Context: an optimization exercise on an open-source flow, tuned for small area, a short achievable clock period and few clock cycles. The choices shown serve that exercise and are no tape-out recipe. Where RTL was checked, it was by simulation tests only, not by an equivalence proof against the original. The clock port is modelled as an ideal driver; clocking choices that lean on that would not hold on a real chip. Power and IR drop assume default switching activity.

==> flow/design.v <==
module MIPS(clk, reset, imem_addr, imem_data, dmem_addr, dmem_wdata, dmem_we, dmem_rdata);
	input clk, reset;
	output [31:0] imem_addr;
	input [31:0] imem_data;
	output [31:0] dmem_addr, dmem_wdata;
	output dmem_we;
	input [31:0] dmem_rdata;
	reg [29:0] pc;              
	reg [31:0] ir;              
	reg        v;               
	reg [31:0] m_res, m_wdata;  
	reg [4:0]  m_rd;            
	reg        m_we, m_ld;      
	reg [31:0] rf [1:31];       
	assign imem_addr  = {pc, 2'b00};
	assign dmem_addr  = m_res;
	assign dmem_wdata = m_wdata;
	assign dmem_we    = m_we;
	genvar g, h;
	wire [5:0]  op  = ir[31:26];
	wire [5:0]  fn  = ir[5:0];
	wire [4:0]  rs  = ir[25:21];
	wire [4:0]  rt  = ir[20:16];
	wire [4:0]  rd  = ir[15:11];
	wire [15:0] imm = ir[15:0];
	wire rtype  = (op == 6'b000000);
	wire i_add  = rtype & (fn == 6'b100000);
	wire i_sub  = rtype & (fn == 6'b100010);
	wire i_slt  = rtype & (fn == 6'b101010);
	wire i_jr   = rtype & (fn == 6'b001000);
	wire i_lw   = (op == 6'b100011);
	wire i_sw   = (op == 6'b101011);
	wire i_bne  = (op == 6'b000101);
	wire i_xori = (op == 6'b001110);
	wire i_j    = (op == 6'b000010);
	reg  [3:0]  a_hi, b_hi;
	reg  [7:0]  a_lo, b_lo;
	reg         a_fw, b_fw;
	wire [31:0] sel_a, sel_b;
	assign sel_a[0] = a_fw;
	assign sel_b[0] = b_fw;
	generate
		for (g = 1; g < 32; g = g + 1) begin : sels
			assign sel_a[g] = a_hi[g >> 3] & a_lo[g & 7];
			assign sel_b[g] = b_hi[g >> 3] & b_lo[g & 7];
		end
	endgenerate
	wire [31:0] wdec;
	dec5 dwr (.x(m_rd), .y(wdec));
	wire [31:0] src [0:31];
	assign src[0] = m_res;
	generate
		for (g = 1; g < 32; g = g + 1) begin : srcs
			assign src[g] = rf[g];
		end
	endgenerate
	wire [31:0] a, b;
	generate
		for (h = 0; h < 32; h = h + 1) begin : rbit
			wire [9:0] ta, tb;
			for (g = 0; g < 10; g = g + 1) begin : grp
				aoi222 ua (.a0(src[3*g][h]), .s0(sel_a[3*g]), .a1(src[3*g+1][h]), .s1(sel_a[3*g+1]),
				           .a2(src[3*g+2][h]), .s2(sel_a[3*g+2]), .y(ta[g]));
				aoi222 ub (.a0(src[3*g][h]), .s0(sel_b[3*g]), .a1(src[3*g+1][h]), .s1(sel_b[3*g+1]),
				           .a2(src[3*g+2][h]), .s2(sel_b[3*g+2]), .y(tb[g]));
			end
			rdtail ra (.t(ta), .a0(src[30][h]), .s0(sel_a[30]), .a1(src[31][h]), .s1(sel_a[31]), .y(a[h]));
			rdtail rb (.t(tb), .a0(src[30][h]), .s0(sel_b[30]), .a1(src[31][h]), .s1(sel_b[31]), .y(b[h]));
		end
	endgenerate
	wire [31:0] res, sum;
	alu32 alu (.a(i_bne ? {2'b00, pc} : a), .b(b), .imm(imm), .use_imm(i_lw | i_sw | i_bne),
	           .do_sub(i_sub | i_slt), .is_xori(i_xori), .is_slt(i_slt), .res(res), .sum(sum));
	wire ne;
	neq32 cmp (.a(a), .b(b), .ne(ne));
	wire [29:0] pc_seq = pc + 30'd1;
	wire [29:0] pc_br  = sum[29:0];
	wire s_j   = v & i_j;
	wire s_jr  = v & i_jr;
	wire bnev  = v & i_bne;
	wire s_br  = bnev & ne;
	wire s_seq = ~(s_j | s_jr | s_br);
	wire [29:0] pc_next = ({30{s_j}}   & {pc[29:26], ir[25:0]}) |
	                      ({30{s_jr}}  & a[31:2]) |
	                      ({30{s_br}}  & pc_br) |
	                      ({30{s_seq}} & pc_seq);
	wire       wr_reg = v & (i_add | i_sub | i_slt | i_xori | i_lw);
	wire [4:0] dst    = rtype ? rd : rt;
	wire [4:0] rd_n   = wr_reg ? dst : 5'd0;    
	wire        fwa_n   = (imem_data[25:21] == rd_n) & (rd_n != 5'd0);
	wire        fwb_n   = (imem_data[20:16] == rd_n) & (rd_n != 5'd0);
	always @(posedge clk) begin
		if (reset) begin
			pc   <= 30'd0;
			v    <= 1'b0;
			m_we <= 1'b0;
			m_rd <= 5'd0;
		end else begin
			pc   <= pc_next;
			v    <= 1'b1;
			m_we <= v & i_sw;
			m_rd <= rd_n;
		end
		a_hi    <= 4'b1 << imem_data[25:24];
		a_lo    <= (8'b1 << imem_data[23:21]) & {8{~fwa_n}};
		b_hi    <= 4'b1 << imem_data[20:19];
		b_lo    <= (8'b1 << imem_data[18:16]) & {8{~fwb_n}};
		a_fw    <= fwa_n;
		b_fw    <= fwb_n;
		ir      <= imem_data;
		m_res   <= res;
		m_wdata <= b;
		m_ld    <= i_lw;
	end
	wire [31:0] wdata = m_ld ? dmem_rdata : m_res;
	integer j;
	always @(posedge clk)
		for (j = 1; j < 32; j = j + 1)
			if (wdec[j]) rf[j] <= wdata;
endmodule
module dec5(x, y);
	input [4:0] x;
	output [31:0] y;
	assign y = 32'b1 << x;
endmodule
module aoi222(a0, s0, a1, s1, a2, s2, y);
	input a0, s0, a1, s1, a2, s2;
	output y;
	assign y = ~((a0 & s0) | (a1 & s1) | (a2 & s2));
endmodule
module rdtail(t, a0, s0, a1, s1, y);
	input [9:0] t;
	input a0, s0, a1, s1;
	output y;
	assign y = ~&t | (a0 & s0) | (a1 & s1);
endmodule
module alu32(a, b, imm, use_imm, do_sub, is_xori, is_slt, res, sum);
	input [31:0] a, b;
	input [15:0] imm;
	input use_imm, do_sub, is_xori, is_slt;
	output [31:0] res, sum;
	wire [31:0] addb = use_imm ? {{16{imm[15]}}, imm} : (do_sub ? ~b : b);
	add32 add (.a(a), .b(addb), .cin(do_sub), .s(sum));
	wire        lt   = (a[31] ^ b[31]) ? a[31] : sum[31];
	assign res = is_xori ? {a[31:16], a[15:0] ^ imm} :
	             is_slt  ? {31'b0, lt} : sum;
endmodule
module add32(a, b, cin, s);
	input [31:0] a, b;
	input cin;
	output [31:0] s;
	wire [31:0] p = a ^ b;
	wire [31:0] c;
	bkprefix #(.N(32)) pf (.a(a), .b(b), .p(p), .cin(cin), .c(c));
	assign s = p ^ c;
endmodule
module bkprefix(a, b, p, cin, c);
	parameter N = 32;
	input [N-1:0] a, b, p;
	input cin;
	output [N-1:0] c;
	wire [N:0] gg [0:11];
	wire [N:0] pp [0:11];
	assign gg[0] = {a & b, cin};
	assign pp[0] = {p, 1'b0};
	genvar t, i;
	generate
		for (t = 1; t <= 11; t = t + 1) begin : lv
			localparam integer L = (t <= 6) ? t - 1 : 11 - t;
			for (i = 0; i <= N; i = i + 1) begin : b
				if ((t <= 6 && ((i + 1) % (2 << L)) == 0) ||
				    (t > 6 && ((i + 1) % (2 << L)) == (1 << L) && i >= (2 << L))) begin : op
					assign gg[t][i] = gg[t-1][i] | (pp[t-1][i] & gg[t-1][i-(1<<L)]);
					assign pp[t][i] = pp[t-1][i] & pp[t-1][i-(1<<L)];
				end else begin : pass
					assign gg[t][i] = gg[t-1][i];
					assign pp[t][i] = pp[t-1][i];
				end
			end
		end
	endgenerate
	assign c = gg[11][N-1:0];
endmodule
module neq32(a, b, ne);
	input [31:0] a, b;
	output ne;
	assign ne = |(a ^ b);
endmodule
export LEC_CHECK = 0
export CAP_MARGIN = 50
export CORE_MARGIN = 2
export CORE_UTILIZATION = 40
export CTS_CLUSTER_DIAMETER = 100
export CTS_CLUSTER_SIZE = 25
export SLEW_MARGIN = 50
export SYNTH_HIERARCHICAL = 1
create_clock -name core_clock -period 24.0 [get_ports {clk}]
standard.sh (not shown) runs the stock make flow with config.mk's settings and CLKGATE_MAP_FILE= SYNTH_SCRIPT=/design/flow/synth_recipe.tcl, a recipe that flattens the netlist after the stock synthesis.
==> flow/flow/run.sh <==
#!/bin/bash
set -euo pipefail
bash standard.sh BUFFER_PORTS_ARGS="-buffer_cell sky130_fd_sc_hd__buf_2" \
  POST_CTS_TCL="$PWD/flow/upsize_out.tcl" finish > standard_flow.log 2>&1
==> flow/flow/upsize_out.tcl <==
# POST_CTS hook: the flip-flops that drive output ports (through their port
# buffers) get the strongest drive of their cell type, and the output port
# buffers a stronger buffer, since the wires to the pins are long; then the
# placement is legalized again.
proc net_driver_inst {net} {
  foreach it [$net getITerms] {
    if {[$it isOutputSignal]} { return [$it getInst] }
  }
  return ""
}
set n 0
set block [ord::get_db_block]
foreach bt [$block getBTerms] {
  if {[$bt getIoType] ne "OUTPUT"} { continue }
  set buf [net_driver_inst [$bt getNet]]
  if {$buf eq ""} { continue }
  if {[[$buf getMaster] getName] eq "sky130_fd_sc_hd__buf_2"} {
    replace_cell [$buf getName] sky130_fd_sc_hd__buf_4
  }
  foreach it [$buf getITerms] {
    if {![$it isInputSignal]} { continue }
    set src [net_driver_inst [$it getNet]]
    if {$src eq ""} { continue }
    set ref [[$src getMaster] getName]
    if {[regexp {^sky130_fd_sc_hd__dfxtp_[12]$} $ref]} {
      replace_cell [$src getName] sky130_fd_sc_hd__dfxtp_4
      incr n
    }
  }
}
puts "upsize_out: $n output flip-flops upsized"
detailed_placement
check_placement -verbose
Testbench counts at the start, summed over its fixed seeds: cycles 63,693.
==> next run, changes <==
--- a/flow/design.v
+++ b/flow/design.v
@@ -39,12 +39,12 @@
 	wire [31:0] sel_a, sel_b;
 	assign sel_a[0] = a_fw;
 	assign sel_b[0] = b_fw;
 	generate
 		for (g = 1; g < 32; g = g + 1) begin : sels
-			assign sel_a[g] = a_hi[g >> 3] & a_lo[g & 7];
-			assign sel_b[g] = b_hi[g >> 3] & b_lo[g & 7];
+			assign sel_a[g] = a_hi[g >> 3] & a_lo[g & 7] & ~a_fw;
+			assign sel_b[g] = b_hi[g >> 3] & b_lo[g & 7] & ~b_fw;
 		end
 	endgenerate
 	wire [31:0] wdec;
 	dec5 dwr (.x(m_rd), .y(wdec));
 	wire [31:0] src [0:31];
@@ -66,17 +66,17 @@
 			end
 			rdtail ra (.t(ta), .a0(src[30][h]), .s0(sel_a[30]), .a1(src[31][h]), .s1(sel_a[31]), .y(a[h]));
 			rdtail rb (.t(tb), .a0(src[30][h]), .s0(sel_b[30]), .a1(src[31][h]), .s1(sel_b[31]), .y(b[h]));
 		end
 	endgenerate
-	wire [31:0] res, sum;
-	alu32 alu (.a(i_bne ? {2'b00, pc} : a), .b(b), .imm(imm), .use_imm(i_lw | i_sw | i_bne),
-	           .do_sub(i_sub | i_slt), .is_xori(i_xori), .is_slt(i_slt), .res(res), .sum(sum));
+	wire [31:0] res;
+	alu32 alu (.a(a), .b(b), .imm(imm), .use_imm(i_lw | i_sw), .do_sub(i_sub | i_slt),
+	           .is_xori(i_xori), .is_slt(i_slt), .res(res));
 	wire ne;
 	neq32 cmp (.a(a), .b(b), .ne(ne));
-	wire [29:0] pc_seq = pc + 30'd1;
-	wire [29:0] pc_br  = sum[29:0];
+	wire [29:0] pc_seq, pc_br;
+	pcadd pca (.pc(pc), .imm(imm), .seq(pc_seq), .br(pc_br));
 	wire s_j   = v & i_j;
 	wire s_jr  = v & i_jr;
 	wire bnev  = v & i_bne;
 	wire s_br  = bnev & ne;
 	wire s_seq = ~(s_j | s_jr | s_br);
@@ -100,13 +100,13 @@
 			v    <= 1'b1;
 			m_we <= v & i_sw;
 			m_rd <= rd_n;
 		end
 		a_hi    <= 4'b1 << imem_data[25:24];
-		a_lo    <= (8'b1 << imem_data[23:21]) & {8{~fwa_n}};
+		a_lo    <= 8'b1 << imem_data[23:21];
 		b_hi    <= 4'b1 << imem_data[20:19];
-		b_lo    <= (8'b1 << imem_data[18:16]) & {8{~fwb_n}};
+		b_lo    <= 8'b1 << imem_data[18:16];
 		a_fw    <= fwa_n;
 		b_fw    <= fwb_n;
 		ir      <= imem_data;
 		m_res   <= res;
 		m_wdata <= b;
@@ -132,16 +132,17 @@
 	input [9:0] t;
 	input a0, s0, a1, s1;
 	output y;
 	assign y = ~&t | (a0 & s0) | (a1 & s1);
 endmodule
-module alu32(a, b, imm, use_imm, do_sub, is_xori, is_slt, res, sum);
+module alu32(a, b, imm, use_imm, do_sub, is_xori, is_slt, res);
 	input [31:0] a, b;
 	input [15:0] imm;
 	input use_imm, do_sub, is_xori, is_slt;
-	output [31:0] res, sum;
+	output [31:0] res;
 	wire [31:0] addb = use_imm ? {{16{imm[15]}}, imm} : (do_sub ? ~b : b);
+	wire [31:0] sum;
 	add32 add (.a(a), .b(addb), .cin(do_sub), .s(sum));
 	wire        lt   = (a[31] ^ b[31]) ? a[31] : sum[31];
 	assign res = is_xori ? {a[31:16], a[15:0] ^ imm} :
 	             is_slt  ? {31'b0, lt} : sum;
 endmodule
@@ -149,21 +150,21 @@
 	input [31:0] a, b;
 	input cin;
 	output [31:0] s;
 	wire [31:0] p = a ^ b;
 	wire [31:0] c;
-	bkprefix #(.N(32)) pf (.a(a), .b(b), .p(p), .cin(cin), .c(c));
+	bkprefix #(.N(32)) pf (.g(a & b), .p(p), .cin(cin), .c(c));
 	assign s = p ^ c;
 endmodule
-module bkprefix(a, b, p, cin, c);
+module bkprefix(g, p, cin, c);
 	parameter N = 32;
-	input [N-1:0] a, b, p;
+	input [N-1:0] g, p;
 	input cin;
 	output [N-1:0] c;
 	wire [N:0] gg [0:11];
 	wire [N:0] pp [0:11];
-	assign gg[0] = {a & b, cin};
+	assign gg[0] = {g, cin};
 	assign pp[0] = {p, 1'b0};
 	genvar t, i;
 	generate
 		for (t = 1; t <= 11; t = t + 1) begin : lv
 			localparam integer L = (t <= 6) ? t - 1 : 11 - t;
@@ -184,5 +185,16 @@
 module neq32(a, b, ne);
 	input [31:0] a, b;
 	output ne;
 	assign ne = |(a ^ b);
 endmodule
+module pcadd(pc, imm, seq, br);
+	input [29:0] pc;
+	input [15:0] imm;
+	output [29:0] seq, br;
+	wire [29:0] off = {{14{imm[15]}}, imm};
+	wire [29:0] p = pc ^ off;
+	wire [29:0] c;
+	bkprefix #(.N(30)) pf (.g(pc & off), .p(p), .cin(1'b0), .c(c));
+	assign br = p ^ c;
+	assign seq = pc + 30'd1;
+endmodule
Outcome:
- sequential power stays flat
- sequential share of layout area drops by 0.35 points
- clock power is about the same
- final cell count climbs by 2.0%
- design area climbs by 0.58%
- first-iteration DRC count drops by 8.9%
- via count drops by 1.6%
- hold slack degrades by 0.051 ns
- global-route usage drops by 2.2 points
- worst setup slack degrades by 0.076 ns
- clock skew drops by 0.014 ns
- core utilization drops by 0.15 points
- power drops by 1.5%
Only the layout flow was run in the second run of this note; the RTL was not checked for function there.

==> port drivers added, routing unchanged <==
In the flow no input, the clock included, has a driving cell. The finished layouts below were timed again as built, in two steps. Step 1: set_driving_cell puts a clkbuf_16 on clk and a buf_2 on each other input, an assumption about the parent block. Step 2 adds t to the input delays and takes it off the output delays; t is the mean of the earliest and latest rising clock arrival at the registers after step 1. Input paths then give back, and output paths get back, about the clock's delay inside the block. Three values: ideal ports, drivers, drivers and shift; two values: the first two.
run | t, ns | setup WS [ns] | cell pins on the clock port's net
the first run | 0.781 | 17.793 / 17.714 / 17.466 | 1
the second run | 0.776 | 17.718 / 17.718 / 17.718 | 1
After both steps setup and hold are still met in every run listed. For the first run, which loses most, drivers alone change the setup slack by -0.079 ns; drivers and shift together by -0.327 ns.
